Context: an optimization exercise on an open-source flow, tuned for small area, a short achievable clock period and few clock cycles per item. The choices shown serve that exercise and are no tape-out recipe.
Where RTL was checked, it was by simulation tests only, not by an equivalence proof against the original.
The RTL of runs 6 to 8 was laid out without a check of its function.
Power and IR drop assume default switching activity.

### design/flow/config.mk
export PLATFORM = sky130hd
export DESIGN_NAME = SequentialNonrestoringDivider128Bit
export DESIGN_NICKNAME = SequentialNonrestoringDivider128Bit
export VERILOG_FILES = /design/flow/design.v
export SDC_FILE = /design/flow/constraint.sdc
export NUM_CORES = 4
export LEC_CHECK = 0
export CAP_MARGIN = 20
export CORE_MARGIN = 2
export CORE_UTILIZATION = 40
export SLEW_MARGIN = 20
### design/flow/constraint.sdc
create_clock -name core_clock -period 5.5 [get_ports {clk}]
set_input_delay 1.1000 -clock core_clock [delete_from_list [all_inputs] [get_ports {clk}]]
set_output_delay 1.1000 -clock core_clock [all_outputs]
set_load 0.01 [all_outputs]
### design/flow/design.v
`timescale 1ns / 1ps
module BlockA(
	input a,
	input b,
	input c_in,
	output s,
	output g,
	output p
	);
assign s = a ^ b ^ c_in;
assign g = a & b;
assign p = a | b;
endmodule
module BlockB(
	input c_in,
	input G_ij,
	input G_jk,
	input P_ij,
	input P_jk,
	output c_pass,
	output c_out,
	output G_out,
	output P_out
	);
assign G_out = G_jk | (P_jk & G_ij);
assign P_out = P_jk & P_ij;
assign c_pass = c_in;
assign c_out = G_ij | (P_ij & c_in);
endmodule
`timescale 1ns / 1ps
module EightBitAdder(
    input [7:0] a,
    input [7:0] b,
	 input carry_in,
    output [7:0] s,
    output carry_out
    );
		wire c [0:14];
		wire g [0:14];
		wire p [0:14];
		assign c[14] = carry_in;
		assign carry_out = g[14]|(p[14]&carry_in);
		generate
		genvar i;
			for(i = 0; i<8; i = i+1)
			begin: Block_Generator
				BlockA A(
					.a(a[i]),
					.b(b[i]),
					.s(s[i]),
					.g(g[i]),
					.p(p[i]),
					.c_in(c[i])
					);
				if	(i < 7)
					BlockB B(
						.c_in(c[i+8]),
						.c_pass(c[2*i]),
						.c_out(c[2*i+1]),
						.G_ij(g[2*i]),
						.G_jk(g[2*i+1]),
						.G_out(g[i+8]),
						.P_ij(p[2*i]),
						.P_jk(p[2*i+1]),
						.P_out(p[i+8])
						);
			end
		endgenerate
endmodule
`timescale 1ns / 1ps
module AddSubCLA129Bits(
		input [128:0] a,
		input [128:0] b,
		input add_sub,
		output [128:0] s,
		output carry_out
		);
		wire c [0:254];
		wire g [0:254];
		wire p [0:254];
		wire b_add_sub [128:0];
		wire [1:0] g_con, p_con;
		wire c_con;
		assign carry_out = (g_con[1]|(p_con[1]&add_sub))^add_sub;
		generate
		genvar i;
			for(i = 0; i<129; i = i+1)
			begin: Block_Generator
				if (i < 128)
					BlockA A(
						.a(a[i]),
						.b(b_add_sub[i]),
						.s(s[i]),
						.g(g[i]),
						.p(p[i]),
						.c_in(c[i])
						);
				if	(i < 127)
					BlockB B(
						.c_in(c[i+128]),
						.c_pass(c[2*i]),
						.c_out(c[2*i+1]),
						.G_ij(g[2*i]),
						.G_jk(g[2*i+1]),
						.G_out(g[i+128]),
						.P_ij(p[2*i]),
						.P_jk(p[2*i+1]),
						.P_out(p[i+128])
						);
				assign b_add_sub[i] = b[i]^add_sub;
			end
		endgenerate
		BlockA LastBit_A(
			.a(a[128]),
			.b(b_add_sub[128]),
			.s(s[128]),
			.g(g_con[0]),
			.p(p_con[0]),
			.c_in(c_con)
			);
		BlockB B_08(
			.c_in(add_sub),
			.c_pass(c[254]),
			.c_out(c_con),
			.G_ij(g[254]),
			.G_jk(g_con[0]),
			.G_out(g_con[1]),
			.P_ij(p[254]),
			.P_jk(p_con[0]),
			.P_out(p_con[1])
			);
endmodule
`timescale 1ns / 1ps
module SequentialNonrestoringDivider128Bit(
    input [127:0] dividend_q,
    input [127:0] divisor_m,
    input clk,
	 input reset_n,
    output [127:0] quotient,
	 output [127:0] remainder,
	 output done
    );
	parameter [2:0] 	START = 3'b000,
							SHIFT = 3'b001,
							ACCUM = 3'b010,
							FIX_REMAINDER = 3'b011,
							DONE = 3'b100;
	reg [2:0] state;
	reg [7:0] count;
	reg [127:0] q_shift;
	reg [129:0] a_shift;
	reg add_sub_control;
	wire [129:0] add_sub_out;
	wire [7:0] count_plusone;
	EightBitAdder count_inc (
		.a(count),
		.b(8'b0),
		.carry_in(1'b1),
		.s(count_plusone),
		.carry_out()
		);
	wire add_sub_carry;
	AddSubCLA129Bits add_sub (
		.a(a_shift[128:0]), 
		.b({1'b0, divisor_m}), 
		.add_sub(add_sub_control), 
		.s(add_sub_out[128:0]), 
		.carry_out(add_sub_carry)
		);
	assign add_sub_out[129] = a_shift[129] ^ add_sub_carry;
	always @(posedge clk or negedge reset_n)
	begin
		if (!reset_n) 
			state <= START;
		else
		begin
			case (state)
				START: 			begin
									q_shift <= dividend_q;
									a_shift <= 130'h0;
									add_sub_control <= 1;
									count <= 8'h00;
									state <= SHIFT;
									end
				SHIFT: 			begin
									count <= count + 1;
									{a_shift, q_shift} <= {a_shift[128:0], q_shift, 1'b0};
									state <= ACCUM;
									end
				ACCUM:			begin
									a_shift <= add_sub_out[129:0];
									if (add_sub_out[129])
										begin
										add_sub_control <= 0;
										q_shift[0] <= 0;
										end
									else
										begin
										add_sub_control <= 1;
										q_shift[0] <= 1;
										end
									state <= (count == 8'b10000000)? FIX_REMAINDER : SHIFT;
									end
				FIX_REMAINDER:	begin
									if (a_shift[129])
										begin
										add_sub_control <= 0;
										a_shift <= add_sub_out[129:0];
										state <= FIX_REMAINDER;
										end
									else
										begin
										state <= DONE;
										end
									end
				DONE:				begin
									state <= DONE;
									end
			endcase
		end
	end
	assign done = state[2];
	assign quotient = q_shift;
	assign remainder = a_shift[127:0];
endmodule
### design/flow/run.sh
#!/bin/bash
# synth_recipe.tcl (not shown) runs the flow's synth.tcl, then flattens the netlist and writes it again
# the make line also repeats each setting of config.mk as NAME=value (left out here)
make -C /OpenROAD-flow-scripts/flow DESIGN_CONFIG=/design/flow/config.mk WORK_HOME=/design/flow/orfs CLKGATE_MAP_FILE= SYNTH_SCRIPT=/design/flow/synth_recipe.tcl finish
==> summary.md, run 1 <==
| Metric | Value |
|---|---|
| Final Hold Fails | 0 |
| Clock Skew | 0.0228 ns |
| Clock latency (worst-skew pair) | 0.55 ns |
| Post-synth top area share | 0.375 |
| Mean post-synth cell area | 9.49 µm² |
| Detailed Routing Iterations Pass 1 | 6 |
| Mux contribution to synthesized area | 0.00187 |
| Power consumption | 0.00521 W |
| Final net count | 3265 |
| Worst reg-to-reg setup slack | 0.50 ns |
| CP required | 5.75 ns |
| RSZ-0062 raised after global routing | false |
| FFs w/ async S/R, synth | 0.0111 |
| I/O Buffers | 514 |
| VDD IR max | 217 µV |
| Clk slew on worst S/H paths | 0.06 ns |
| Worst r2r dst | a_shift[127]$_DFFE_PP_ |
| Cell area after synthesis | 21400 µm² |
| Count leader, synth | nand2_1 |
| Critical Path AT | 5.43 ns |
| Worst setup EP type | register |
| Number of remaining DRC errors | 0 |
| Overall Global Routing Usage | 0.222 |
| Die X | 235 µm |
| Final Cycle Share | 0.941 |
| Core footprint | 52700 µm² |
| Hold-fix buffers, CTS | 0 |
| R2r startpoint | add_sub_control$_DFFE_PP_ |
| H-tree levels | 2 |
| Tmin final | 5.18 ns |
| Syn Nets | 2832 |
| DRT iter0 DRCs | 715 |
| Clk sinks | 270 |
| Die area | 55300 µm² |
| Max Freq | 193 MHz |
| Register area share after synthesis | 0.379 |
| Initial antenna violation count | 4 |
| Top post-synthesis cells by area | edfxtp_1, ha_1, nand2_1, xor2_1, inv_1 |
| Commonest cells in the netlist | nand2_1, inv_1, edfxtp_1 |
| PnR worst setup slack | 0.323 ns |
| Max-cap check violation count | 0 |
| Synthesis Warnings | 3 |
| Initial Util | 0.406 |
| Top FF cell, synth | edfxtp_1 |
| R2r worst-path depth | 18 |
| Post-Synthesis Cells | 2250 |
| Largest family of logic cells by synthesized area | adder cells |
| Die H | 235 µm |
| Crit-path max FO | 4 |
| Final Setup Violations | 0 |
| CP Capture Point | a_shift[127]$_DFFE_PP_ |
| HP Class | reg -> reg |
| Pin count of the biggest net entering global routing | 128 |
| Post-route ant nets | 0 |
| Power density over cell area | 186 nW/µm² |
| Vias | 16300 |
| Post-synth cell types | 59 |
| Max Root-Sink Buffers | 3 |
| Area added between synthesis and finish | 31.0% |
| Status | complete, no violations |
| Vias per Instance | 4.80 |
| Fin. max-slew vios | 0 |
| I/O pin count | 515 |
| Hold_ws | 0.535 ns |
| Site row count | 84 |
| Vias in the first global route | 17100 |
| Startpoint types | input pin |
| Leading area contributor after synthesis | edfxtp_1 |
| TritonCTS buffer count | 36 |
| Yosys reg bits | 270 |
| Avg WL per Cell | 18.3 µm |
| Synth Area in Compound Gates | 0.0900 |
| Leakage | 12.3 nW |
| Number of flops mapped to enable cells by yosys | 267 |
| WL final | 62400 µm |
| Setup crit start | divisor_m[10] |
| Place WS | -0.303 ns |
| GRT Residual Overflow | 0 |
| Slew headroom | 0.281 |
| DP Wirelength | 46700 µm |
| TNS Setup | 0 ns |
| Root buf cell | clkbuf_16 |
| TritonCTS clock tree | done |
| Share of cells above drive strength 1 | 0.0561 |
| Post-Synth Adder-Cell Area | 0.212 |
| Worst Tran Pin Value | 1.08 ns |
| Post-Synth Simple-Gate Area | 0.118 |
| Synth Area in XOR/XNOR | 0.0816 |
| Critical path class | in -> reg |
| First-pass GRT wire length | 96900 µm |
| Last weighted congestion value of the routability-driven placer | 0.879 |
through the flow:
stage / cells / utilization / cell area [µm²]
finish: 3399 / 0.531 / 28000
global route: 3397 / 0.531 / 28000
CTS: 3396 / 0.531 / 28000
detailed placement: 3333 / 0.510 / 26900
global placement: 3333 / 0.510 / 26900
floorplan: 2250 / - / 21400
worst max-delay path: stages:
cell and delay, ns:
clkdlybuf4s50_1 0.50, xor2_2 0.19, inv_1 0.10, ha_1 0.25, nor4_4 0.34, nand3_1 0.14, a21oi_2 0.13, nor4_2 0.06
buf_4 0.16, nor3_2 0.21, o211a_1 0.21, o211ai_2 0.19, o31a_1 0.44, o41ai_4 0.40, buf_4 0.17, o21a_1 0.10
nor2_1 0.05, fa_1 0.40, xor2_1 0.18, o22ai_1 0.09
final cells by class:
cell class,count,area [µm²]
Timing Repair Buffer,598,5860
Inverter,340,1280
Sequential cell,270,8090
Clock buffer,46,938
Clock inverter,17,143
Multi-Input combinational cell,1437,10800
Tap cell,688,861
Fill cell,4765,24700
Antenna cell,3,7.51
timing repair:
item	CTS	global route
gates resized for setup	0	1
setup buffers	0	0
setup endpoints to repair	0	3
cells by family (layout without fill, tap and decap cells):
| family | after synthesis | count (layout) |
|---|---|---|
| compound gates | 304 | 304 |
| buf+inv | 543 | 1001 |
| simple gates | 606 | 606 |
| other cells | 0 | 3 |
| mux | 4 | 4 |
| flops | 270 | 270 |
| xor+xnor | 199 | 199 |
| fa+ha+maj | 324 | 324 |
cells in the final DEF, fill, tap and decap left out, types with 4 or more instances in the layout:
cell type        synthesis  routed
o21bai_1                20      20
or4_1                    6       6
xnor2_1                 47      47
a21boi_1                 5       5
o31ai_1                 13      13
a21oi_1                 71      71
nor2_1                  89      87
clkinv_1                 1       7
clkdlybuf4s50_1          0     514
o21a_1                   5       4
o22ai_1                 94      94
clkbuf_16                0      36
nand2_1                440     440
edfxtp_1               267     267
nand2b_1                 4       4
fa_1                    63      63
and2_1                   4       4
a221oi_1                 8       8
buf_4                  128      77
a21o_1                  14      14
clkinv_2                 0       7
nor3_1                   5       4
nand3_1                 13      13
nor2b_1                  7       7
buf_12                   0       7
nor4_1                  20      20
o21ai_0                 48      48
inv_1                  339     339
clkbuf_1                59      10
mux2i_1                  4       4
xor2_1                 152     151
ha_1                   261     261
how the worst min path moves through the flow:
stage,startpoint,cells past startpoint,endpoint
6_report,q_shift[122]$_DFFE_PP_,2,q_shift[123]$_DFFE_PP_
4_1_cts,q_shift[122]$_DFFE_PP_,2,q_shift[123]$_DFFE_PP_
5_1_grt,q_shift[5]$_DFFE_PP_,2,q_shift[6]$_DFFE_PP_
2_1_floorplan,count[7]$_SDFFCE_PN0P_,2,count[7]$_SDFFCE_PN0P_
3_3_place_gp,q_shift[58]$_DFFE_PP_,2,q_shift[59]$_DFFE_PP_
3_5_place_dp,q_shift[98]$_DFFE_PP_,2,q_shift[99]$_DFFE_PP_
routing by layer:
metal	wire, µm	GRT usage	share of wire	vias to the layer above
met1	25400	0.268	0.41	7782
li1	-	-	-	8036
met5	41	0	0.00066	-
met2	30700	0.383	0.49	431
met3	4900	0.0660	0.079	74
met4	1330	0.0614	0.021	6
report_power, final:
| part | switching [W] | leakage [nW] | internal [W] |
|---|---|---|---|
| clock | 0.000953 | 0.532 | 0.00130 |
| combinational | 0.000310 | 9.34 | 0.000385 |
| sequential | 0.0000100 | 2.46 | 0.00225 |
sequential cells by signal, summed over array words and instances, names as in the netlist:
name / flops
count: 8
state: 3
add_sub_control: 1
q_shift: 128
a_shift: 130
Testbench counts, summed over its fixed seeds: cycles 99,650, items 384.
==> run 2: changes to the inputs <==
==> design/flow/design.v (replaced) <==
`timescale 1ns / 1ps
module SequentialNonrestoringDivider128Bit(
    input  [127:0] dividend_q,
    input  [127:0] divisor_m,
    input          clk,
    input          reset_n,
    output [127:0] quotient,
    output [127:0] remainder,
    output         done
    );
    reg [127:0] r;       
    reg [127:0] q;       
    reg [7:0]   cnt;     
    reg         skip;    
    wire [15:0] nz;
    wire [15:0] hi;
    genvar k;
    generate
        for (k = 0; k < 16; k = k + 1) begin : g_nz
            assign nz[k] = |divisor_m[8*k+7:8*k];
        end
        for (k = 0; k < 16; k = k + 1) begin : g_hi
            if (k == 15) begin : g_top
                assign hi[k] = 1'b0;
            end else begin : g_or
                assign hi[k] = |nz[15:k+1];
            end
        end
    endgenerate
    wire [128:0] diff = {r, q[127]} - {1'b0, divisor_m};
    wire         qbit = ~diff[128];
    always @(posedge clk or negedge reset_n) begin
        if (!reset_n)
            cnt <= 8'd0;
        else if (!cnt[7])
            cnt <= skip ? cnt + 8'd8 : cnt + 8'd1;
    end
    always @(posedge clk) begin
        if (!reset_n) begin
            r    <= 128'd0;
            q    <= dividend_q;
            skip <= hi[0];
        end else if (!cnt[7]) begin
            if (skip) begin
                {r, q} <= {r[119:0], q, 8'd0};
                skip   <= hi[cnt[6:3] + 4'd1];
            end else begin
                r    <= qbit ? diff[127:0] : {r[126:0], q[127]};
                q    <= {q[126:0], qbit};
                skip <= 1'b0;
            end
        end
    end
    assign done      = cnt[7];
    assign quotient  = q;
    assign remainder = r;
endmodule
--- a/design/flow/config.mk
+++ b/design/flow/config.mk
@@ -7,5 +7,7 @@
 export LEC_CHECK = 0
+export ABC_CLOCK_PERIOD_IN_PS = 2500
 export CAP_MARGIN = 20
 export CORE_MARGIN = 2
-export CORE_UTILIZATION = 40
+export CORE_UTILIZATION = 60
+export SETUP_SLACK_MARGIN = 2.5
 export SLEW_MARGIN = 20
==> run 2 against run 1 <==
The run now fails in global routing. Synthesized cell count up 34%. Area after synthesis up 7.3%.
==> summary.md, run 2 <==
| Metric | Value |
|---|---|
| Initial Util | 0.608 |
| Post-Synth Adder-Cell Area | 0.0719 |
| Count leader, synth | a21oi_1 |
| Vias in the first global route | 35300 |
| Synthesis Warnings | 1 |
| DP Wirelength | 74900 µm |
| Synth Area in Compound Gates | 0.266 |
| Area after DPL | 28900 µm² |
| Post-Synthesis Cells | 3021 |
| Number of flops mapped to enable cells by yosys | 129 |
| H-tree levels | 1 |
| Stop stage | global routing |
| Max Root-Sink Buffers | 3 |
| Register area share after synthesis | 0.290 |
| I/O Buffers | 514 |
| Top post-synthesis cells by area | edfxtp_1, dfxtp_1, a21oi_1, mux2i_1, ha_1 |
| Mux contribution to synthesized area | 0.0769 |
| Pin count of the biggest net entering global routing | 231 |
| Post-synth top area share | 0.169 |
| Mean post-synth cell area | 7.58 µm² |
| Synth Area in XOR/XNOR | 0.0474 |
| Overall Global Routing Usage | 0.775 |
| Clk sinks | 265 |
| Root buf cell | clkbuf_16 |
| Post-synth cell types | 88 |
| Cell area after synthesis | 22900 µm² |
| Last weighted congestion value of the routability-driven placer | 1.09 |
| Largest family of logic cells by synthesized area | compound AO/OA/AOI/OAI gates |
| Die H | 199 µm |
| Commonest cells in the netlist | a21oi_1, nand2_1, nor2_1 |
| FFs w/ async S/R, synth | 0.0302 |
| Tool error | [ERROR GRT-0116] Global routing finished with congestion. Check the congestion regions in the DRC Viewer. |
| Yosys reg bits | 265 |
| GRT Residual Overflow | 171 |
| I/O pin count | 515 |
| TritonCTS buffer count | 31 |
| First-pass GRT wire length | 229000 µm |
| Status | did not finish |
| Leading area contributor after synthesis | edfxtp_1 |
| Syn Nets | 3410 |
| Die X | 199 µm |
| Site row count | 71 |
| Top FF cell, synth | edfxtp_1 |
| Post-Synth Simple-Gate Area | 0.185 |
## run 2: cell types whose count changed after synthesis, moves of 124 or more
cell	previous run	this run
buf_4	128	4
a21oi_1	71	440
nor2_1	89	337
dfxtp_1	0	128
inv_1	339	166
mux2i_1	4	175
o21ai_0	48	210
ha_1	261	130
edfxtp_1	267	129
## run 2: layer usage
| metal | GRT overflow | track usage |
|---|---|---|
| met1 | 2 | 0.782 |
| met2 | 93 | 0.940 |
| met3 | 5 | 0.637 |
| met4 | 70 | 0.706 |
| met5 | 1 | 0.439 |
## run 2: worst min path at each step
stage,startpoint,endpoint
after CTS,reset_n,cnt[0]$_DFFE_PN0N_
after floorplan,cnt[0]$_DFFE_PN0N_,cnt[0]$_DFFE_PN0N_
after global placement,cnt[0]$_DFFE_PN0N_,cnt[0]$_DFFE_PN0N_
after detailed placement,cnt[0]$_DFFE_PN0N_,cnt[0]$_DFFE_PN0N_
## run 2: kinds of logic after synthesis
kind of cell | count (synthesis)
fa+ha+maj | 131
flops | 265
buf+inv | 365
compound gates | 999
mux | 176
simple gates | 961
xor+xnor | 124
## run 2: stage by stage
step | hold slack (ns) | std cells | total power, W | util | setup WS [ns]
2_1_floorplan | 0.469 | 3021 | 0.00696 | - | 1.52
3_3_place_gp | 0.486 | 3880 | 0.00910 | 0.766 | 0.156
3_5_place_dp | 0.510 | 3880 | 0.00926 | 0.766 | 0.250
4_1_cts | 0.433 | 4202 | 0.0132 | 0.928 | 1.69
## run 2: power groups by stage
stage / registers (W) / logic, W / clock network, W
floorplan: 0.00326 / 0.00370 / 0
global placement: 0.00333 / 0.00577 / 0
detailed placement: 0.00335 / 0.00591 / 0
CTS: 0.00340 / 0.00770 / 0.00212
## run 2: repair_timing
item | 4_1_cts
setup buffers | 253
pin swaps | 251
gates cloned | 12
gates resized for setup | 776
hold buffers | 0
setup endpoints to repair | 243
Testbench counts of run 2, summed over its fixed seeds: cycles 29,684, items 384.
==> run 3: changes to the inputs <==
--- a/design/flow/config.mk
+++ b/design/flow/config.mk
@@ -11,3 +11,2 @@
 export CORE_UTILIZATION = 60
-export SETUP_SLACK_MARGIN = 2.5
 export SLEW_MARGIN = 20
==> run 3 against run 2 <==
Area after synthesis unchanged. Synthesized cell count unchanged. The run now finishes clean.
==> summary.md, run 3 <==
| Metric | Value |
|---|---|
| Worst setup EP type | register |
| Post-Synth Adder-Cell Area | 0.0719 |
| Synth Area in Compound Gates | 0.266 |
| VDD IR max | 347 µV |
| Post-CTS sizing | 0 |
| DP Wirelength | 74500 µm |
| Synth Area in XOR/XNOR | 0.0474 |
| Tmin final | 5.08 ns |
| Initial Util | 0.608 |
| DRT iter0 DRCs | 3835 |
| Leading area contributor after synthesis | edfxtp_1 |
| Startpoint types | input pin |
| Last weighted congestion value of the routability-driven placer | 1.11 |
| H-tree levels | 1 |
| Number of flops mapped to enable cells by yosys | 129 |
| Hold-fix buffers, CTS | 0 |
| Largest regs | q x128, r x128, cnt x6 |
| Avg WL per Cell | 25.6 µm |
| Slew headroom | 0.282 |
| Hold_ws | 0.519 ns |
| Critical Path AT | 5.59 ns |
| Multi-input logic area | 14800 µm² |
| CP required | 6.01 ns |
| Fin. max-slew vios | 0 |
| Post-synth top area share | 0.169 |
| Vias in the first global route | 26300 |
| Post-Synth Simple-Gate Area | 0.185 |
| Mux contribution to synthesized area | 0.0769 |
| Clock Skew | 0.0553 ns |
| Final Hold Fails | 0 |
| Die X | 199 µm |
| Top post-synthesis cells by area | edfxtp_1, dfxtp_1, a21oi_1, mux2i_1, ha_1 |
| Root buf cell | clkbuf_16 |
| Max Freq | 197 MHz |
| Most frequent cells in the layout | clkdlybuf4s50_1, a21oi_1, nand2_1 |
| PnR worst setup slack | 0.416 ns |
| Final Setup Violations | 0 |
| Cell area after synthesis | 22900 µm² |
| Vias | 27100 |
| Postcts setup bufs | 0 |
| Initial antenna violation count | 10 |
| Register area share after synthesis | 0.290 |
| Die area | 39800 µm² |
| TritonCTS buffer count | 30 |
| Number of remaining DRC errors | 0 |
| Leakage | 11.8 nW |
| First-pass GRT wire length | 150000 µm |
| HP Class | reg -> reg |
| Max stage delay on crit path | 0.58 ns |
| Top FF cell, synth | edfxtp_1 |
| Clk slew on worst S/H paths | 0.07 ns |
| Share of cells above drive strength 1 | 0.0511 |
| Final Cell Area | 29600 µm² |
| FFs w/ async S/R, synth | 0.0302 |
| Commonest non-fill, non-tap cell in the layout | clkdlybuf4s50_1 |
| Critical path class | in -> reg |
| Final net count | 3832 |
| Vias per Instance | 6.81 |
| Mean post-synth cell area | 7.58 µm² |
| Largest family of logic cells by synthesized area | compound AO/OA/AOI/OAI gates |
| Max Root-Sink Buffers | 3 |
| Util after Layout | 0.785 |
| Commonest cells in the netlist | a21oi_1, nand2_1, nor2_1 |
| Pin count of the biggest net entering global routing | 171 |
| Yosys reg bits | 265 |
| Sequential cell area | 6640 µm² |
| Worst Tran Pin Value | 1.08 ns |
| I/O pin count | 515 |
| Clk sinks | 265 |
| Slowest CP cell | nor4_1 |
| Site row count | 71 |
| Die H | 199 µm |
| Post-synth cell types | 88 |
| RSZ-0062 raised after global routing | false |
| Place WS | -0.0273 ns |
| Power density over cell area | 394 nW/µm² |
| Count leader, synth | a21oi_1 |
| Status | complete, no violations |
| I/O Buffers | 514 |
| WL final | 102000 µm |
| Clock latency (worst-skew pair) | 0.63 ns |
| GRT Residual Overflow | 0 |
| Max-cap check violation count | 0 |
| Post-Synthesis Cells | 3021 |
| Fillers | 2498 |
| Final Cycle Share | 0.924 |
| TritonCTS clock tree | done |
| Critical path, cell by cell | clkdlybuf4s50_1 -> inv_1 -> ha_1 -> nand4_1 -> nor4_1 -> buf_4 -> nand2_1 -> nor4_1 -> a21o_2 -> a21oi_2 -> o31a_1 -> o31ai_4 -> a21oi_2 -> o31ai_4 -> xor2_1 -> a22o_1 |
| Post-route ant nets | 0 |
| Area after DPL | 28500 µm² |
| Overall Global Routing Usage | 0.492 |
| Crit-path max FO | 7 |
| Synthesis Warnings | 1 |
| Detailed Routing Iterations Pass 1 | 10 |
| Core footprint | 37700 µm² |
| Area added between synthesis and finish | 29.0% |
| Syn Nets | 3410 |
-- run 3: cell counts after synthesis --
No cell type changed its count.
-- run 3: final timing paths --
path                                          from                   to  slack, ns  cells past startpoint
worst max-delay path                 divisor_m[71]  r[124]$_SDFFE_PN0N_       0.42                     16
worst min-delay path            cnt[6]$_DFFE_PN0N_   cnt[6]$_DFFE_PN0N_       0.52                      1
worst max register to register   r[5]$_SDFFE_PN0N_  r[121]$_SDFFE_PN0N_       1.08                     14
worst min register to register  cnt[6]$_DFFE_PN0N_   cnt[6]$_DFFE_PN0N_       0.52                      1
max in group asynchronous                  reset_n     cnt[7]$_DFF_PN0_       4.36                      1
min in group asynchronous                  reset_n   cnt[6]$_DFFE_PN0N_       0.58                      1
-- run 3: layout make-up --
| type | count | area share |
|---|---|---|
| inverter | 168 | 0.0214 |
| sequential | 265 | 0.225 |
| antenna | 6 | 0.000508 |
| tap | 511 | 0.0216 |
| multi-input combinational | 2391 | 0.502 |
| clock buffer | 51 | 0.0308 |
| clock inverter | 5 | 0.00330 |
| timing repair buffer | 587 | 0.196 |
-- run 3: where the power goes --
part | internal, W | total [W] | leakage, nW | switching (W)
clock | 0.00121 | 0.00215 | 0.485 | 0.000941
combinational | 0.00251 | 0.00613 | 8.94 | 0.00362
sequential | 0.00264 | 0.00337 | 2.40 | 0.000727
-- run 3: logic make-up (layout without fill, tap and decap cells) --
family / count (synthesis) / after routing
buffers and inverters: 365 / 811
adders and majority gates: 131 / 131
xor gates and xnor gates: 124 / 124
DFF: 265 / 265
other: 0 / 6
AOI/OAI and AO/OA: 999 / 999
muxes: 176 / 176
and+or+nand+nor: 961 / 961
-- run 3: metal layers --
metal	vias up	track usage	part of all wire
li1	11700	-	-
met1	12400	0.561	0.34
met5	-	0	0.00068
met4	10	0.395	0.10
met2	2257	0.771	0.44
met3	732	0.144	0.12
-- run 3: through the flow --
step	std cells	power, W	TNS [ns]
final	3984	0.0117	0
after global routing	3979	0.0120	0
after CTS	3978	0.0113	0
after detailed placement	3922	0.00915	-0.0273
after global placement	3922	0.00895	-0.0454
after floorplan	3021	0.00663	0
-- run 3: worst max-delay path: cells and delay by family --
kind	cells	cell delay [ns]
buf+inv	3	0.77
fa+ha+maj	1	0.41
xor+xnor	1	0.11
compound gates	7	1.87
simple gates	4	1.31
==> run 4: changes to the inputs <==
--- a/design/flow/config.mk
+++ b/design/flow/config.mk
@@ -10,3 +10,4 @@
 export CORE_MARGIN = 2
-export CORE_UTILIZATION = 60
+export CORE_UTILIZATION = 40
+export SETUP_SLACK_MARGIN = 2.0
 export SLEW_MARGIN = 20
==> run 4 against run 3 <==
Setup slack better by 1.0 ns. First-iteration DRC count down 35%. Critical path depth grew 5. Flip-flop and latch count did not move. Die area is 49% higher. Wire length increased by 14%. Sequential power rose by 3%. Critical path type unchanged. Area after synthesis did not move. Hold slack got worse by 0.019 ns. Global-route usage fell by 12 points.
==> summary.md, run 4 <==
| Metric | Value |
|---|---|
| Share of cells above drive strength 1 | 0.325 |
| Multi-input logic area | 19200 µm² |
| Top post-synthesis cells by area | edfxtp_1, dfxtp_1, a21oi_1, mux2i_1, ha_1 |
| VDD IR max | 247 µV |
| Critical path class | in -> reg |
| Die area | 59200 µm² |
| TritonCTS buffer count | 36 |
| Last weighted congestion value of the routability-driven placer | 1.00 |
| Pin count of the biggest net entering global routing | 113 |
| I/O pin count | 515 |
| Final Cycle Share | 0.741 |
| Tmin final | 4.07 ns |
| Cell area after synthesis | 22900 µm² |
| TNS Setup | 0 ns |
| Slew headroom | 0.265 |
| Power consumption | 0.0152 W |
| Clock Skew | 0.0247 ns |
| Worst r2r dst | r[43]$_SDFFE_PN0N_ |
| Overall Global Routing Usage | 0.371 |
| First-pass GRT wire length | 170000 µm |
| DP Wirelength | 81800 µm |
| Layer with the highest usage | met2 |
| Critical Path AT | 4.53 ns |
| Crit-path max FO | 8 |
| Post-synth top area share | 0.169 |
| Leakage | 14.8 nW |
| M3 GR Usage | 0.0843 |
| Syn Nets | 3410 |
| Initial antenna violation count | 9 |
| Clk sinks | 265 |
| Fin. max-slew vios | 0 |
| Place WS | 0.0973 ns |
| GRT Residual Overflow | 0 |
| Largest regs | q x128, r x128, cnt x6 |
| Max-cap check violation count | 0 |
| Commonest non-fill, non-tap cell in the layout | clkdlybuf4s50_1 |
| Yosys reg bits | 265 |
| TritonCTS clock tree | done |
| Status | complete, no violations |
| Commonest cells in the netlist | a21oi_1, nand2_1, nor2_1 |
| Max stage delay on crit path | 0.44 ns |
| Count leader, synth | a21oi_1 |
| Met2 GRT Util | 0.632 |
| Die H | 243 µm |
| Slowest CP cell | o41a_1 |
| Register area share after synthesis | 0.290 |
| I/O Buffers | 514 |
| RSZ-0062 raised after global routing | true |
| Post-Synthesis Cells | 3021 |
| Max Freq | 245 MHz |
| Detailed Routing Iterations Pass 1 | 6 |
| Avg WL per Cell | 25.4 µm |
| Die X | 243 µm |
| Clock latency (worst-skew pair) | 0.58 ns |
| Hold-fix buffers, CTS | 0 |
| Fillers | 4593 |
| Number of remaining DRC errors | 0 |
| Area added between synthesis and finish | 65.8% |
| R2r startpoint | q[127]$_DFFE_PP_ |
| Worst Tran Pin Value | 1.10 ns |
| Mean post-synth cell area | 7.58 µm² |
| R2r worst-path depth | 21 |
| Max Root-Sink Buffers | 3 |
| Post-route ant nets | 0 |
| Site row count | 87 |
| FFs w/ async S/R, synth | 0.0302 |
| Core footprint | 56500 µm² |
| Hold path startpoint | cnt[0]$_DFFE_PN0N_ |
| WL final | 117000 µm |
| Worst reg-to-reg setup slack | 1.45 ns |
| Leading area contributor after synthesis | edfxtp_1 |
| Vias | 27700 |
| PnR worst setup slack | 1.43 ns |
| Area after DPL | 30000 µm² |
| Root buf cell | clkbuf_16 |
| Util after Layout | 0.672 |
| DRT iter0 DRCs | 2480 |
| Worst setup EP type | register |
| Power density over cell area | 401 nW/µm² |
| Most frequent cells in the layout | clkdlybuf4s50_1, buf_4, a21oi_1 |
| Top FF cell, synth | edfxtp_1 |
| Final Setup Violations | 0 |
| Vias per Instance | 6.02 |
| Final Hold Fails | 0 |
| Grt met1 use | 0.434 |
| Final Cell Area | 38000 µm² |
| Depth of the worst hold-timing path | 1 |
| Sequential cell area | 6640 µm² |
| CP required | 5.95 ns |
| Final net count | 4199 |
| Initial Util | 0.406 |
| Critical path, cell by cell | buf_8 -> ha_4 -> fa_2 -> nand2b_4 -> a21o_1 -> a31oi_2 -> o41a_1 -> a21o_2 -> buf_6 -> a21o_4 -> a221oi_4 -> buf_4 -> o31ai_4 -> buf_6 -> buf_12 -> buf_12 -> buf_16 -> nand2_1 -> a21oi_1 -> a21oi_1 -> o21ai_0 |
| Startpoint types | input pin |
| HP Class | reg -> reg |
| Vias in the first global route | 27700 |
| Post-synth cell types | 88 |
| H-tree levels | 2 |
| Number of flops mapped to enable cells by yosys | 129 |
| Synthesis Warnings | 1 |
| Clk slew on worst S/H paths | 0.06 ns |
| Worst min-delay path endpoint | cnt[0]$_DFFE_PN0N_ |
[run 4: cell counts after synthesis]
Identical to the previous run, type by type.
[run 4: metrics by stage]
stage	hold slack (ns)	instances
after floorplan	0.469	3021
after global placement	0.486	4240
after detailed placement	0.490	4240
after CTS	0.501	4526
after global routing	0.523	4594
final	0.500	4595
[run 4: area by class of cell]
class	instances	area share
multi-input cells	2392	0.505
flip-flops and latches	265	0.175
inverters	168	0.0174
well taps	756	0.0249
clock inverters	17	0.00583
diodes	3	0.000198
repair buffers	947	0.246
clock buffers	47	0.0259
[run 4: cell families (layout without fill, tap and decap cells)]
family	after synthesis	after routing	share of synthesized area
mux	176	176	0.0769
buf+inv	365	1179	0.0630
other cells	0	3	0
fa+ha+maj	131	131	0.0719
flops	265	265	0.290
compound gates	999	1000	0.266
simple gates	961	961	0.185
xor+xnor	124	124	0.0474
[run 4: report_power, final]
part	internal [W]	total, W	switching (W)
Sequential	0.00264	0.00348	0.000840
Clock	0.00142	0.00248	0.00106
Combinational	0.00450	0.00929	0.00479
Total	0.00856	0.0152	0.00669
[run 4: how the worst max path moves through the flow]
stage,slack (ns),cells after the start,endpoint,startpoint
after global placement,0.09,16,r[97]$_SDFFE_PN0N_,divisor_m[8]
after floorplan,1.52,16,r[112]$_SDFFE_PN0N_,divisor_m[0]
after global routing,1.35,20,r[44]$_SDFFE_PN0N_,q[127]$_DFFE_PP_
final,1.43,21,r[43]$_SDFFE_PN0N_,divisor_m[0]
after CTS,1.49,21,r[59]$_SDFFE_PN0N_,divisor_m[0]
after detailed placement,0.1,16,r[97]$_SDFFE_PN0N_,divisor_m[8]
[run 4: worst max-delay path: cells and delay by family]
| family | cells | cell delay [ns] |
|---|---|---|
| adders and majority gates | 2 | 0.34 |
| AOI/OAI and AO/OA | 10 | 1.87 |
| buffers and inverters | 7 | 0.99 |
| and+or+nand+nor | 2 | 0.20 |
[run 4: timing repair]
action | in CTS | in global routing
endpoints found under the setup margin | 130 | 130
pin swaps | 232 | 208
buffers inserted | 202 | 63
endpoints found under the hold margin | 0 | 0
gates resized for setup | 846 | 310
cloned | 20 | 2
[run 4: routing by layer]
layer / wire (µm) / vias up / share of wire
li1: - / 12500 / -
met1: 44500 / 13300 / 0.38
met2: 55600 / 1473 / 0.48
met3: 9650 / 426 / 0.083
met4: 6940 / 10 / 0.059
met5: 70 / - / 0.00060
==> run 5: changes to the inputs <==
--- a/design/flow/config.mk
+++ b/design/flow/config.mk
@@ -7,3 +7,2 @@
 export LEC_CHECK = 0
-export ABC_CLOCK_PERIOD_IN_PS = 2500
 export CAP_MARGIN = 20
@@ -11,3 +10,2 @@
 export CORE_UTILIZATION = 40
-export SETUP_SLACK_MARGIN = 2.0
 export SLEW_MARGIN = 20
==> run 5 against run 4 <==
Clock-buffer cell count grew 3. Flip-flop and latch count is the same. Die area is the same. Synthesized cell count is the same. Sequential share of layout area grew 4.5 points. Largest power group unchanged. Total power shrank 22%. First-iteration DRC count shrank 20%. Clock skew shrank 0.0083 ns. Hold slack gained 0.011 ns. Design area shrank 21%. Fmax shrank 20%. Via count shrank 9.0%. Highest routed layer unchanged.
==> summary.md, run 5 <==
| Metric | Value |
|---|---|
| Crit-path max FO | 15 |
| Postcts setup bufs | 0 |
| Power consumption | 0.0119 W |
| Most frequent cells in the layout | clkdlybuf4s50_1, a21oi_1, nand2_1 |
| Top FF cell, synth | edfxtp_1 |
| Final Hold Fails | 0 |
| Fin. max-slew vios | 0 |
| Post-synth cell types | 88 |
| Top post-synthesis cells by area | edfxtp_1, dfxtp_1, a21oi_1, mux2i_1, ha_1 |
| Yosys reg bits | 265 |
| Hold path startpoint | cnt[0]$_DFFE_PN0N_ |
| Initial Util | 0.406 |
| Vias in the first global route | 24900 |
| R2r worst-path depth | 18 |
| Die X | 243 µm |
| Max-cap check violation count | 0 |
| DRT iter0 DRCs | 1983 |
| R2r startpoint | q[127]$_DFFE_PP_ |
| Vias | 25200 |
| Last weighted congestion value of the routability-driven placer | 0.978 |
| FFs w/ async S/R, synth | 0.0302 |
| Mean post-synth cell area | 7.58 µm² |
| I/O pin count | 515 |
| Syn Nets | 3410 |
| Synth Area in Compound Gates | 0.266 |
| Overall Global Routing Usage | 0.342 |
| RSZ-0062 raised after global routing | false |
| Root buf cell | clkbuf_16 |
| Critical path, cell by cell | clkdlybuf4s50_1 -> inv_1 -> ha_1 -> a21oi_1 -> o21ai_1 -> a221oi_2 -> a21oi_1 -> or4_1 -> a21oi_1 -> nor3_1 -> buf_4 -> o31ai_4 -> buf_4 -> a21oi_1 -> o21ai_0 -> buf_4 -> nand2_1 -> a21oi_1 |
| Critical Path AT | 5.61 ns |
| Worst reg-to-reg setup slack | 1.03 ns |
| Fillers | 5470 |
| Slowest CP cell | clkdlybuf4s50_1 |
| VDD IR max | 386 µV |
| Clock Skew | 0.0164 ns |
| Worst setup EP type | register |
| Final net count | 3849 |
| DP Wirelength | 82000 µm |
| Post-Synthesis Cells | 3021 |
| Vias per Instance | 5.93 |
| Power density over cell area | 395 nW/µm² |
| Depth of the worst hold-timing path | 1 |
| Leading area contributor after synthesis | edfxtp_1 |
| Clk sinks | 265 |
| Post-Synth Simple-Gate Area | 0.185 |
| WL final | 105000 µm |
| Largest regs | q x128, r x128, cnt x6 |
| Register area share after synthesis | 0.290 |
| CP required | 5.99 ns |
| Place WS | -0.123 ns |
| Worst Tran Pin Value | 1.14 ns |
| H-tree levels | 2 |
| Cell area after synthesis | 22900 µm² |
| Post-synth top area share | 0.169 |
| Die H | 243 µm |
| Avg WL per Cell | 24.8 µm |
| Final Setup Violations | 0 |
| Startpoint types | input pin |
| Slew headroom | 0.241 |
| Clock latency (worst-skew pair) | 0.58 ns |
| Max Freq | 195 MHz |
| Most used cell, CP | a21oi_1 |
| Mux contribution to synthesized area | 0.0769 |
| Sequential cell area | 6640 µm² |
| Worst min-delay path endpoint | cnt[0]$_DFFE_PN0N_ |
| Synth Area in XOR/XNOR | 0.0474 |
| Share of cells above drive strength 1 | 0.0577 |
| Detailed Routing Iterations Pass 1 | 5 |
| Status | complete, no violations |
| Worst r2r dst | r[9]$_SDFFE_PN0N_ |
| GRT Residual Overflow | 0 |
| Multi-input logic area | 14800 µm² |
| First-pass GRT wire length | 156000 µm |
| Site row count | 87 |
| Commonest cells in the netlist | a21oi_1, nand2_1, nor2_1 |
| Max stage delay on crit path | 0.52 ns |
| Leakage | 12.0 nW |
| Initial antenna violation count | 4 |
| Post-CTS sizing | 0 |
| Hold-fix buffers, CTS | 0 |
| Area added between synthesis and finish | 31.6% |
| Kind of cell adding the most delay to the critical path | compound AO/OA/AOI/OAI gates |
| PnR worst setup slack | 0.376 ns |
| Commonest non-fill, non-tap cell in the layout | clkdlybuf4s50_1 |
| TritonCTS clock tree | done |
| HP Class | reg -> reg |
| Number of remaining DRC errors | 0 |
| TritonCTS buffer count | 35 |
| Core footprint | 56500 µm² |
| Final Cycle Share | 0.932 |
| Number of flops mapped to enable cells by yosys | 129 |
| Critical path class | in -> reg |
| Synthesis Warnings | 1 |
| CP Buf/Inv Count | 5 |
| Count leader, synth | a21oi_1 |
| Clk slew on worst S/H paths | 0.06 ns |
| Max Root-Sink Buffers | 3 |
| I/O Buffers | 514 |
| Placed Instances | 4179 |
| Tmin final | 5.12 ns |
| Largest family of logic cells by synthesized area | compound AO/OA/AOI/OAI gates |
| Final non-filler cell total | 4245 |
| Pin count of the biggest net entering global routing | 102 |
| Hold_ws | 0.510 ns |
| Post-route ant nets | 0 |
| Post-Synth Adder-Cell Area | 0.0719 |
| Die area | 59200 µm² |
run 5: per-stage QoR:
| stage | area (µm²) | setup TNS, ns | utilization |
|---|---|---|---|
| CTS | 30200 | 0 | 0.534 |
| floorplan | 22900 | 0 | - |
| finish | 30200 | 0 | 0.534 |
| global route | 30200 | 0 | 0.534 |
| global placement | 28900 | -0.0888 | 0.512 |
| detailed placement | 28900 | -0.123 | 0.512 |
run 5: area by class of cell:
cell class | count | share of cell area
antenna | 3 | 0.000249
timing repair buffer | 599 | 0.195
multi-input combinational | 2391 | 0.492
inverter | 168 | 0.0210
tap | 756 | 0.0314
clock buffer | 50 | 0.0339
clock inverter | 13 | 0.00647
sequential | 265 | 0.220
run 5: kinds of logic after synthesis:
logic type	Yosys count
buffers and inverters	365
flip-flops	265
XOR/XNOR	124
AND/OR/NAND/NOR	961
adder cells (fa/ha/maj)	131
AO/OA/AOI/OAI	999
multiplexers	176
run 5: metal layers:
layer / share of wire / GRT usage
met3: 0.080 / 0.0711
met2: 0.48 / 0.585
met4: 0.047 / 0.146
met1: 0.40 / 0.415
met5: 0.00042 / 0
run 5: worst max-delay path by stage:
stage | depth (start not counted) | start | slack (ns) | endpoint
floorplan | 5 | reset_n | 0.85 | q[0]$_DFFE_PP_
global placement | 18 | divisor_m[35] | -0.09 | r[9]$_SDFFE_PN0N_
detailed placement | 18 | divisor_m[33] | -0.12 | r[9]$_SDFFE_PN0N_
CTS | 18 | divisor_m[33] | 0.44 | r[9]$_SDFFE_PN0N_
global route | 18 | divisor_m[33] | 0.18 | r[9]$_SDFFE_PN0N_
finish | 18 | divisor_m[33] | 0.38 | r[9]$_SDFFE_PN0N_
run 5: power breakdown:
part,total [W],internal [W],switching [W]
clock network,0.00251,0.00150,0.00102
registers,0.00337,0.00264,0.000724
logic,0.00603,0.00254,0.00349
==> run 6: changes to the inputs <==
--- a/design/flow/design.v
+++ b/design/flow/design.v
@@ -14,2 +14,3 @@
     reg         skip;    
+    reg [127:0] d;       
     wire [15:0] nz;
@@ -19,3 +20,3 @@
         for (k = 0; k < 16; k = k + 1) begin : g_nz
-            assign nz[k] = |divisor_m[8*k+7:8*k];
+            assign nz[k] = |d[8*k+7:8*k];
         end
@@ -29,3 +30,3 @@
     endgenerate
-    wire [128:0] diff = {r, q[127]} - {1'b0, divisor_m};
+    wire [128:0] diff = {r, q[127]} - {1'b0, d};
     wire         qbit = ~diff[128];
@@ -37,2 +38,4 @@
     end
+    always @(posedge clk)
+        d <= divisor_m;
     always @(posedge clk) begin
@@ -41,3 +44,3 @@
             q    <= dividend_q;
-            skip <= hi[0];
+            skip <= |divisor_m[127:8];
         end else if (!cnt[7]) begin
--- a/design/flow/config.mk
+++ b/design/flow/config.mk
@@ -7,2 +7,3 @@
 export LEC_CHECK = 0
+export ABC_CLOCK_PERIOD_IN_PS = 2500
 export CAP_MARGIN = 20
@@ -10,2 +11,3 @@
 export CORE_UTILIZATION = 40
+export SETUP_SLACK_MARGIN = 2.0
 export SLEW_MARGIN = 20
==> run 6 against run 5 <==
Design area increased by 18%. Non-clock buffer count increased by 46. Hold slack worse by 0.012 ns. Clock skew grew 0.0095 ns. Largest power group unchanged. Highest routed layer unchanged.
==> summary.md, run 6 <==
| Metric | Value |
|---|---|
| Kind of cell adding the most delay to the critical path | simple AND/OR/NAND/NOR gates |
| Most frequent cells in the layout | clkdlybuf4s50_1, a21oi_1, nor2_1 |
| Vias | 26600 |
| TritonCTS clock tree | done |
| Clock Skew | 0.0260 ns |
| Die area | 66100 µm² |
| Yosys reg bits | 393 |
| Leading area contributor after synthesis | dfxtp_1 |
| Cell area after synthesis | 25600 µm² |
| I/O Buffers | 514 |
| Syn Nets | 3502 |
| HP Class | reg -> reg |
| H-tree levels | 2 |
| FFs w/ async S/R, synth | 0.0204 |
| Post-Synthesis Cells | 3113 |
| Final Hold Fails | 0 |
| Pin count of the biggest net entering global routing | 238 |
| Crit-path max FO | 6 |
| Clk sinks | 393 |
| Worst Tran Pin Value | 1.13 ns |
| Util after Layout | 0.563 |
| RSZ-0062 raised after global routing | true |
| WL final | 117000 µm |
| Critical Path AT | 4.62 ns |
| Max-cap check violation count | 0 |
| Final Cycle Share | 0.752 |
| Final Cell Area | 35600 µm² |
| Startpoint types | register |
| Area added between synthesis and finish | 38.9% |
| Root buf cell | clkbuf_16 |
| Post-route ant nets | 0 |
| First-pass GRT wire length | 169000 µm |
| Register area share after synthesis | 0.359 |
| CP Buf/Inv Count | 4 |
| Die H | 257 µm |
| Slew headroom | 0.245 |
| Detailed Routing Iterations Pass 1 | 5 |
| Slowest CP cell | or4_4 |
| Top post-synthesis cells by area | dfxtp_1, edfxtp_1, a21oi_1, mux2i_1, ha_1 |
| Critical path, cell by cell | ha_4 -> nand2_1 -> or3_4 -> or4_4 -> or4_4 -> o41ai_4 -> buf_4 -> xor2_4 -> buf_12 -> buf_12 -> clkbuf_16 -> mux2_4 -> mux2i_1 -> o21ai_1 |
| Share of cells above drive strength 1 | 0.125 |
| Hold_ws | 0.499 ns |
| Final net count | 3991 |
| Initial Util | 0.406 |
| Count leader, synth | a21oi_1 |
| Initial antenna violation count | 6 |
| Tmin final | 4.14 ns |
| Power density over cell area | 509 nW/µm² |
| Status | complete, no violations |
| Place WS | 0.670 ns |
| Vias per Instance | 5.93 |
| Last weighted congestion value of the routability-driven placer | 1.03 |
| Max Freq | 242 MHz |
| Post-synth cell types | 77 |
| DRT iter0 DRCs | 2285 |
| Clk slew on worst S/H paths | 0.07 ns |
| TritonCTS buffer count | 45 |
| CP required | 5.98 ns |
| Core footprint | 63200 µm² |
| Leakage | 14.3 nW |
| I/O pin count | 515 |
| Worst setup EP type | register |
| TNS Setup | 0 ns |
| Mean post-synth cell area | 8.23 µm² |
| Commonest non-fill, non-tap cell in the layout | clkdlybuf4s50_1 |
| Avg WL per Cell | 26.0 µm |
| Number of flops mapped to enable cells by yosys | 129 |
| Overall Global Routing Usage | 0.334 |
| Vias in the first global route | 26500 |
| Max stage delay on crit path | 0.53 ns |
| Top FF cell, synth | dfxtp_1 |
| Post-synth top area share | 0.200 |
| DP Wirelength | 85000 µm |
| GRT Residual Overflow | 0 |
| Die X | 257 µm |
| Largest regs | d x128, q x128, r x128 |
| Clock latency (worst-skew pair) | 0.62 ns |
| Critical path class | reg -> reg |
| Commonest cells in the netlist | a21oi_1, nor2_1, nand2_1 |
| Number of remaining DRC errors | 0 |
| Synthesis Warnings | 1 |
| Site row count | 92 |
| Final Setup Violations | 0 |
| PnR worst setup slack | 1.36 ns |
| Fin. max-slew vios | 0 |
| Area after DPL | 31800 µm² |
| VDD IR max | 276 µV |
| Max Root-Sink Buffers | 3 |
[run 6: cell types whose count changed after synthesis, sizes merged, moves of 20 or more]
cell / previous run / this run
nand3: 30 / 76
clkbuf: 142 / 169
mux2: 1 / 41
nor2: 339 / 292
nand2: 357 / 288
dfxtp: 128 / 256
a311o: 2 / 22
a21oi: 446 / 389
buf: 55 / 34
[run 6: power by group]
group / switching (W) / total, W / internal (W)
clock network: 0.00133 / 0.00304 / 0.00171
registers: 0.000951 / 0.00466 / 0.00371
logic: 0.00555 / 0.0104 / 0.00486
total: 0.00783 / 0.0181 / 0.0103
[run 6: layout make-up]
| class | count | area [µm²] |
|---|---|---|
| diodes | 3 | 7.51 |
| clock buffers | 74 | 1370 |
| clock inverters | 9 | 100 |
| fillers | 5794 | 27600 |
| inverters | 175 | 689 |
| multi-input cells | 2342 | 16300 |
| flip-flops and latches | 393 | 9220 |
| well taps | 846 | 1060 |
| repair buffers | 645 | 6820 |
[run 6: kinds of logic after synthesis]
family | Yosys count | synth area share
AO/OA/AOI/OAI | 947 | 0.227
AND/OR/NAND/NOR | 924 | 0.165
flip-flops | 393 | 0.359
buffers and inverters | 378 | 0.0564
multiplexers | 216 | 0.0864
adder cells (fa/ha/maj) | 131 | 0.0642
XOR/XNOR | 124 | 0.0427
[run 6: final timing paths]
path | cells past startpoint | to | slack, ns | startpoint
setup / recovery | 14 | r[47]$_SDFFE_PN0N_ | 1.36 | r[122]$_SDFFE_PN0N_
min in group asynchronous | 2 | cnt[4]$_DFFE_PN0N_ | 1.11 | reset_n
hold reg to reg | 1 | cnt[0]$_DFFE_PN0N_ | 0.50 | cnt[0]$_DFFE_PN0N_
hold / removal | 1 | cnt[0]$_DFFE_PN0N_ | 0.50 | cnt[0]$_DFFE_PN0N_
max in group asynchronous | 2 | cnt[7]$_DFF_PN0_ | 3.66 | reset_n
setup reg to reg | 14 | r[47]$_SDFFE_PN0N_ | 1.36 | r[122]$_SDFFE_PN0N_
[run 6: per-stage QoR]
stage          total power [W]  std cells
6_report                0.0181       4487
5_1_grt                 0.0188       4487
4_1_cts                 0.0172       4461
3_5_place_dp            0.0124       4330
3_3_place_gp            0.0124       4330
2_1_floorplan          0.00920       3113
[run 6: what timing repair did]
item,in CTS,in global routing
resized for setup,174,151
buffers inserted,34,19
endpoints found under the setup margin,130,130
pin swaps,52,77
hold buffers,0,0
gates cloned,14,4
[run 6: per-layer routing]
| layer | track usage | routed length, µm | up-vias |
|---|---|---|---|
| li1 | - | - | 12300 |
| met1 | 0.392 | 45300 | 12800 |
| met2 | 0.584 | 56600 | 1187 |
| met3 | 0.0652 | 8380 | 270 |
| met4 | 0.159 | 6270 | 2 |
| met5 | 0 | 12 | - |
==> run 7: changes to the inputs <==
==> design/flow/flow/run.sh (new file) <==
#!/bin/bash
# The standard layout, except that the input and output ports are buffered with
# buf_1 cells (resizable later) instead of the delay buffer buffer_ports picks.
set -euo pipefail
export BUFFER_PORTS_ARGS="-buffer_cell sky130_fd_sc_hd__buf_1"
bash standard.sh > standard_flow.log 2>&1
==> design/flow/standard.sh (new file) <==
#!/bin/bash
# synth_recipe.tcl (not shown) runs the flow's synth.tcl, then flattens the netlist and writes it again
# the make line also repeats each setting of config.mk as NAME=value (left out here)
make -C /OpenROAD-flow-scripts/flow DESIGN_CONFIG=/design/flow/config.mk WORK_HOME=/design/flow/orfs CLKGATE_MAP_FILE= SYNTH_SCRIPT=/design/flow/synth_recipe.tcl "${@:-finish}"
removed: design/flow/run.sh
==> run 7 against run 6 <==
Register-to-register slack lost 0.06 ns. Sequential power shrank 2%. Setup slack lost 0.057 ns. First-iteration DRC count shrank 7.1%. Design area shrank 11%. Total power shrank 8.9%. Critical endpoint is now r[76]$_SDFFE_PN0N_. Global-route usage shrank 3.1 points. Hold slack gained 0.012 ns. Critical path depth shrank 1. Via count shrank 2.0%.
==> summary.md, run 7 <==
| Metric | Value |
|---|---|
| Status | complete, no violations |
| Cell area after synthesis | 25600 µm² |
| Root buf cell | clkbuf_16 |
| Leading area contributor after synthesis | dfxtp_1 |
| FFs w/ async S/R, synth | 0.0204 |
| Post-Synthesis Cells | 3113 |
| Die H | 257 µm |
| Share of cells above drive strength 1 | 0.107 |
| WL final | 106000 µm |
| Yosys reg bits | 393 |
| Most frequent cells in the layout | buf_1, a21oi_1, nor2_1 |
| Clk sinks | 393 |
| Final Setup Violations | 0 |
| Clock Skew | 0.0277 ns |
| R2r startpoint | r[122]$_SDFFE_PN0N_ |
| HP Class | reg -> reg |
| Post-synth top area share | 0.200 |
| CP required | 5.94 ns |
| Critical path class | reg -> reg |
| Detailed Routing Iterations Pass 1 | 6 |
| M3 GR Usage | 0.0450 |
| Number of flops mapped to enable cells by yosys | 129 |
| Multi-input logic area | 15900 µm² |
| Overall Global Routing Usage | 0.304 |
| Max-cap check violation count | 0 |
| Final Cycle Share | 0.762 |
| Initial antenna violation count | 3 |
| RSZ-0062 raised after global routing | true |
| Met2 GRT Util | 0.522 |
| Commonest cells in the netlist | a21oi_1, nor2_1, nand2_1 |
| Max Root-Sink Buffers | 3 |
| Core footprint | 63200 µm² |
| Initial Util | 0.406 |
| First-pass GRT wire length | 155000 µm |
| Worst Tran Pin Value | 1.33 ns |
| Sequential cell area | 9210 µm² |
| TNS Setup | 0 ns |
| Fin. max-slew vios | 0 |
| Vias per Instance | 5.84 |
| Site row count | 92 |
| Worst setup EP type | register |
| Avg WL per Cell | 23.8 µm |
| Area added between synthesis and finish | 23.3% |
| Setup crit start | r[122]$_SDFFE_PN0N_ |
| Top FF cell, synth | dfxtp_1 |
| Final Hold Fails | 0 |
| TritonCTS clock tree | done |
| Register area share after synthesis | 0.359 |
| Synthesis Warnings | 1 |
| Syn Nets | 3502 |
| TritonCTS buffer count | 45 |
| Clock latency (worst-skew pair) | 0.60 ns |
| H-tree levels | 2 |
| Worst min-delay path endpoint | cnt[0]$_DFFE_PN0N_ |
| Max Freq | 238 MHz |
| Die area | 66100 µm² |
| Crit-path max FO | 12 |
| Depth of the worst hold-timing path | 1 |
| Grt met1 use | 0.377 |
| Hold path startpoint | cnt[0]$_DFFE_PN0N_ |
| Startpoint types | register |
| Power density over cell area | 522 nW/µm² |
| PnR worst setup slack | 1.31 ns |
| DRT iter0 DRCs | 2123 |
| Final non-filler cell total | 4461 |
| Vias in the first global route | 25000 |
| Fillers | 6280 |
| Worst r2r dst | r[76]$_SDFFE_PN0N_ |
| Number of remaining DRC errors | 0 |
| DP Wirelength | 78400 µm |
| Mean post-synth cell area | 8.23 µm² |
| Vias | 26100 |
| GRT Residual Overflow | 0 |
| VDD IR max | 314 µV |
| Placed Instances | 4313 |
| I/O pin count | 515 |
| Final net count | 3968 |
| Clk slew on worst S/H paths | 0.06 ns |
| Util after Layout | 0.500 |
| Commonest non-fill, non-tap cell in the layout | buf_1 |
| Leakage | 12.7 nW |
| Top post-synthesis cells by area | dfxtp_1, edfxtp_1, a21oi_1, mux2i_1, ha_1 |
| Place WS | 0.721 ns |
| Post-synth cell types | 77 |
| Worst reg-to-reg setup slack | 1.31 ns |
| Last weighted congestion value of the routability-driven placer | 0.957 |
| I/O Buffers | 514 |
| Die X | 257 µm |
| Count leader, synth | a21oi_1 |
| Layer with the highest usage | met2 |
| Tmin final | 4.19 ns |
| Post-route ant nets | 0 |
| Slew headroom | 0.113 |
| Critical Path AT | 4.63 ns |
| Largest regs | d x128, q x128, r x128 |
| Pin count of the biggest net entering global routing | 194 |
| R2r worst-path depth | 13 |
## run 7: cells by family after synthesis
| group | share of synthesized area |
|---|---|
| multiplexers | 0.0864 |
| adder cells (fa/ha/maj) | 0.0642 |
| XOR/XNOR | 0.0427 |
| flip-flops | 0.359 |
| buffers and inverters | 0.0564 |
| AND/OR/NAND/NOR | 0.165 |
| AO/OA/AOI/OAI | 0.227 |
## run 7: metrics by stage
step	total power (W)	hold WS (ns)	area, µm²
5_1_grt	0.0173	0.539	31600
4_1_cts	0.0158	0.506	30900
2_1_floorplan	0.00920	0.469	26000
6_report	0.0165	0.511	31600
3_3_place_gp	0.0115	0.491	28500
3_5_place_dp	0.0115	0.493	28500
## run 7: power breakdown
group,switching (W),internal [W]
Combinational,0.00513,0.00376
Clock,0.00132,0.00169
Sequential,0.000884,0.00370
## run 7: final cells by class
class / instances / area share
clock inverter: 16 / 0.00376
antenna: 1 / 0.0000792
clock buffer: 66 / 0.0421
timing repair buffer: 621 / 0.103
tap: 846 / 0.0335
inverter: 175 / 0.0218
sequential: 393 / 0.292
multi-input combinational: 2343 / 0.504
## run 7: timing repair
item | in CTS | in global routing
pin swaps | 53 | 53
endpoints found under the setup margin | 129 | 129
gates resized for setup | 121 | 107
gates cloned | 10 | 6
hold buffers | 0 | 0
buffers inserted | 32 | 17
## run 7: worst max-delay path, stage by stage (launching register included)
cell and delay [ns]:
dfxtp_1 0.36, ha_1 0.46, nand2_1 0.14, or3_1 0.41, or4_4 0.52, or4_4 0.46
o41ai_4 0.36, buf_4 0.19, xor2_4 0.20, buf_6 0.15, buf_12 0.15, mux2_4 0.32
mux2i_2 0.19, o21ai_1 0.09
## run 7: worst max-delay path by stage
stage | endpoint | cells past startpoint
5_1_grt | r[26]$_SDFFE_PN0N_ | 19
4_1_cts | r[27]$_SDFFE_PN0N_ | 19
6_report | r[76]$_SDFFE_PN0N_ | 13
3_5_place_dp | r[121]$_SDFFE_PN0N_ | 17
2_1_floorplan | r[51]$_SDFFE_PN0N_ | 17
3_3_place_gp | r[114]$_SDFFE_PN0N_ | 14
## run 7: routing by layer
layer / wire (µm) / part of all wire
met5: 13 / 0.00012
met4: 4990 / 0.047
met3: 7480 / 0.070
met2: 50800 / 0.48
met1: 42800 / 0.40
==> run 8: changes to the inputs <==
--- a/design/flow/design.v
+++ b/design/flow/design.v
@@ -30,4 +30,26 @@
     endgenerate
-    wire [128:0] diff = {r, q[127]} - {1'b0, d};
-    wire         qbit = ~diff[128];
+    wire [127:0] a  = {r[126:0], q[127]};
+    wire [127:0] g0 = a & ~d;
+    wire [127:0] p0 = a | ~d;
+    wire [127:0] x0 = a ^ ~d;
+    wire [127:0] gl [0:7];
+    wire [127:0] pl [0:7];
+    assign gl[0] = {g0[127:1], g0[0] | p0[0]};   
+    assign pl[0] = p0;
+    genvar l, i;
+    generate
+        for (l = 0; l < 7; l = l + 1) begin : g_lvl
+            for (i = 0; i < 128; i = i + 1) begin : g_bit
+                if ((i >> l) & 1) begin : g_node
+                    assign gl[l+1][i] = gl[l][i] | (pl[l][i] & gl[l][((i >> l) << l) - 1]);
+                    assign pl[l+1][i] = pl[l][i] & pl[l][((i >> l) << l) - 1];
+                end else begin : g_pass
+                    assign gl[l+1][i] = gl[l][i];
+                    assign pl[l+1][i] = pl[l][i];
+                end
+            end
+        end
+    endgenerate
+    wire [127:0] diff = x0 ^ {gl[7][126:0], 1'b1};
+    wire         qbit = r[127] | gl[7][127];
     always @(posedge clk or negedge reset_n) begin
@@ -50,3 +72,3 @@
             end else begin
-                r    <= qbit ? diff[127:0] : {r[126:0], q[127]};
+                r    <= qbit ? diff : {r[126:0], q[127]};
                 q    <= {q[126:0], qbit};
==> run 8 against run 7 <==
Non-clock buffer count grew 60. Fmax up 12%. Wire length fell by 4.3%. First-iteration DRC count increased by 2.7%.
==> summary.md, run 8 <==
| Metric | Value |
|---|---|
| Status | complete, no violations |
| Hold_ws | 0.501 ns |
| Count leader, synth | inv_1 |
| Leakage | 12.9 nW |
| Top FF cell, synth | dfxtp_1 |
| Cell area after synthesis | 25000 µm² |
| RSZ-0062 raised after global routing | true |
| Fillers | 5800 |
| Core footprint | 61700 µm² |
| Slew headroom | 0.232 |
| Worst Tran Pin Value | 1.15 ns |
| Post-Synthesis Cells | 2784 |
| Clk sinks | 393 |
| HP Class | reg -> reg |
| R2r startpoint | r[80]$_SDFFE_PN0N_ |
| Root buf cell | clkbuf_16 |
| Initial antenna violation count | 8 |
| I/O Buffers | 514 |
| Overall Global Routing Usage | 0.300 |
| Max Root-Sink Buffers | 3 |
| Site row count | 91 |
| Number of flops mapped to enable cells by yosys | 129 |
| Final Cycle Share | 0.683 |
| Yosys reg bits | 393 |
| Synthesis Warnings | 1 |
| Vias per Instance | 5.78 |
| Mean post-synth cell area | 8.97 µm² |
| Initial Util | 0.405 |
| CP required | 6.01 ns |
| Vias | 24600 |
| FFs w/ async S/R, synth | 0.0204 |
| First-pass GRT wire length | 146000 µm |
| Vias in the first global route | 23500 |
| Register area share after synthesis | 0.368 |
| Post-synth cell types | 86 |
| Pin count of the biggest net entering global routing | 160 |
| Critical path class | reg -> reg |
| Critical Path AT | 4.27 ns |
| Power consumption | 0.0168 W |
| I/O pin count | 515 |
| TritonCTS buffer count | 48 |
| Final Setup Violations | 0 |
| Power density over cell area | 515 nW/µm² |
| Max-cap check violation count | 0 |
| Post-synth top area share | 0.205 |
| Tmin final | 3.76 ns |
| Worst setup EP type | register |
| Crit-path max FO | 6 |
| Clock latency (worst-skew pair) | 0.60 ns |
| GRT Residual Overflow | 0 |
| Sequential cell area | 9340 µm² |
| Post-route ant nets | 0 |
| Syn Nets | 3304 |
| Area added between synthesis and finish | 30.6% |
| DP Wirelength | 69200 µm |
| Clk slew on worst S/H paths | 0.06 ns |
| Fin. max-slew vios | 0 |
| VDD IR max | 297 µV |
| Largest regs | d x128, q x128, r x128 |
| Clock Skew | 0.0282 ns |
| Multi-input logic area | 15400 µm² |
| Setup crit start | r[80]$_SDFFE_PN0N_ |
| Detailed Routing Iterations Pass 1 | 6 |
| Commonest non-fill, non-tap cell in the layout | buf_1 |
| Share of cells above drive strength 1 | 0.160 |
| TritonCTS clock tree | done |
| Commonest cells in the netlist | inv_1, a21oi_1, dfxtp_1 |
| Max Freq | 266 MHz |
| Final Hold Fails | 0 |
| Startpoint types | register |
| Die X | 254 µm |
| Last weighted congestion value of the routability-driven placer | 0.941 |
| WL final | 102000 µm |
| TNS Setup | 0 ns |
| Top post-synthesis cells by area | dfxtp_1, edfxtp_1, ha_1, a21oi_1, mux2i_1 |
| Die area | 64400 µm² |
| Number of remaining DRC errors | 0 |
| Leading area contributor after synthesis | dfxtp_1 |
| DRT iter0 DRCs | 2180 |
| H-tree levels | 2 |
| Hold path startpoint | cnt[0]$_DFFE_PN0N_ |
| Avg WL per Cell | 23.9 µm |
| Most frequent cells in the layout | buf_1, inv_1, a21oi_1 |
| Die H | 254 µm |
| Final net count | 3897 |
-- run 8: changes by cell type after synthesis, moves of 78 or more --
cell / before / now
inv_1: 173 / 335
nor2_1: 292 / 214
nand2_1: 288 / 73
o21ai_0: 196 / 116
a21oi_1: 389 / 307
ha_1: 130 / 255
-- run 8: timing repair --
action	in CTS	in global routing
resized for setup	262	200
hold buffers	0	0
setup buffers	75	42
endpoints found under the setup margin	129	131
pin swaps	79	103
gates cloned	12	2
-- run 8: cell families after synthesis --
kind of cell	Yosys count	synth area share
AOI/OAI and AO/OA	820	0.217
xor gates and xnor gates	105	0.0368
adders and majority gates	262	0.133
buffers and inverters	478	0.0730
DFF	393	0.368
muxes	140	0.0563
and+or+nand+nor	586	0.116
-- run 8: final timing paths --
| kind | to | slack [ns] | cells past startpoint |
|---|---|---|---|
| min in group asynchronous | asynchronous set/reset pin | 0.76 | 2 |
| setup reg to reg | r[46]$_SDFFE_PN0N_ | 1.74 | 16 |
| hold / removal | cnt[0]$_DFFE_PN0N_ | 0.50 | 1 |
| max in group asynchronous | cnt[7]$_DFF_PN0_ | 3.37 | 3 |
| setup / recovery | r[46]$_SDFFE_PN0N_ | 1.74 | 16 |
| hold reg to reg | cnt[0]$_DFFE_PN0N_ | 0.50 | 1 |
-- run 8: stage by stage --
stage,area (µm²),util,std cells,setup WS (ns)
final,32600,0.529,4255,1.74
after global routing,32600,0.528,4253,1.62
after CTS,31500,0.511,4208,1.81
after detailed placement,27800,0.451,4033,0.768
after global placement,27800,0.451,4033,0.934
after floorplan,25000,-,2784,1.95
-- run 8: power by group --
| part | total (W) | switching [W] | leakage [nW] | internal, W |
|---|---|---|---|---|
| clock network | 0.00355 | 0.00137 | 0.828 | 0.00218 |
| logic | 0.00851 | 0.00505 | 8.54 | 0.00346 |
| registers | 0.00475 | 0.000910 | 3.51 | 0.00384 |
| total | 0.0168 | 0.00733 | 12.9 | 0.00948 |
-- run 8: final cells by class --
| type | count | area share |
|---|---|---|
| Clock inverter | 32 | 0.0143 |
| Tap cell | 837 | 0.0321 |
| Inverter | 339 | 0.0393 |
| Sequential cell | 393 | 0.286 |
| Antenna cell | 3 | 0.000230 |
| Timing Repair Buffer | 681 | 0.117 |
| Clock buffer | 56 | 0.0390 |
| Multi-Input combinational cell | 1914 | 0.472 |
-- run 8: worst max-delay path, stage by stage, from the launching register on --
cell      delay (ns)
dfxtp_2         0.36
inv_1           0.08
ha_1            0.26
inv_1           0.13
a21oi_1         0.08
o31ai_1         0.43
a221oi_2        0.14
o221ai_1        0.36
o21a_1          0.24
buf_6           0.11
nor3_4          0.04
o21ai_4         0.39
nand2_8         0.20
buf_12          0.21
buf_16          0.14
a221o_1         0.36
o22ai_1         0.13
-- run 8: routing by layer --
layer,part of all wire,GRT usage
met5,0.00054,0
met4,0.051,0.129
met3,0.093,0.0666
met2,0.47,0.499
met1,0.39,0.371

==> static timing again, ports no longer ideal <==
The results above use ideal ports. As a check the final layouts listed here were re-extracted and re-timed, cells and wires unchanged.
Step 1 (the two cells are an assumption about what drives the block):
set clk [get_ports {clk}]
set_driving_cell -lib_cell sky130_fd_sc_hd__clkbuf_16 $clk
set_driving_cell -lib_cell sky130_fd_sc_hd__buf_2 [delete_from_list [all_inputs] $clk]
Step 2 also shifts input and output timing later by t, the mid clock arrival at the registers, as if the neighbouring blocks saw the same clock.
a / b / c = ideal ports / drivers / drivers and shift; a / b = the first two.
run	t (ns)	slack for setup (ns)	hold slack, ns	worst setup path at the end
run 1	0.593	0.323 / 0.357 / -0.235	0.535 / 0.535 / 0.535	input to register
run 3	0.664	0.416 / 0.448 / -0.216	0.519 / 0.519 / 0.519	input to register
run 4	0.629	1.426 / 1.430 / 0.802	0.500 / 0.500 / 0.500	input to register
run 5	0.631	0.376 / 0.413 / -0.218	0.510 / 0.510 / 0.510	input to register
run 6	0.681	1.364 / 1.364 / 1.364	0.499 / 0.499 / 0.499	register to register
run 7	0.652	1.307 / 1.307 / 1.307	0.511 / 0.511 / 0.511	register to register
run 8	0.650	1.744 / 1.744 / 1.450	0.501 / 0.501 / 0.501	input to register
Met with ideal ports but missed after step 2: setup timing in run 1, run 3 and run 5. The setup slack of run 3, which loses most, moves by +0.032 ns with the drivers and by -0.632 ns with both steps.
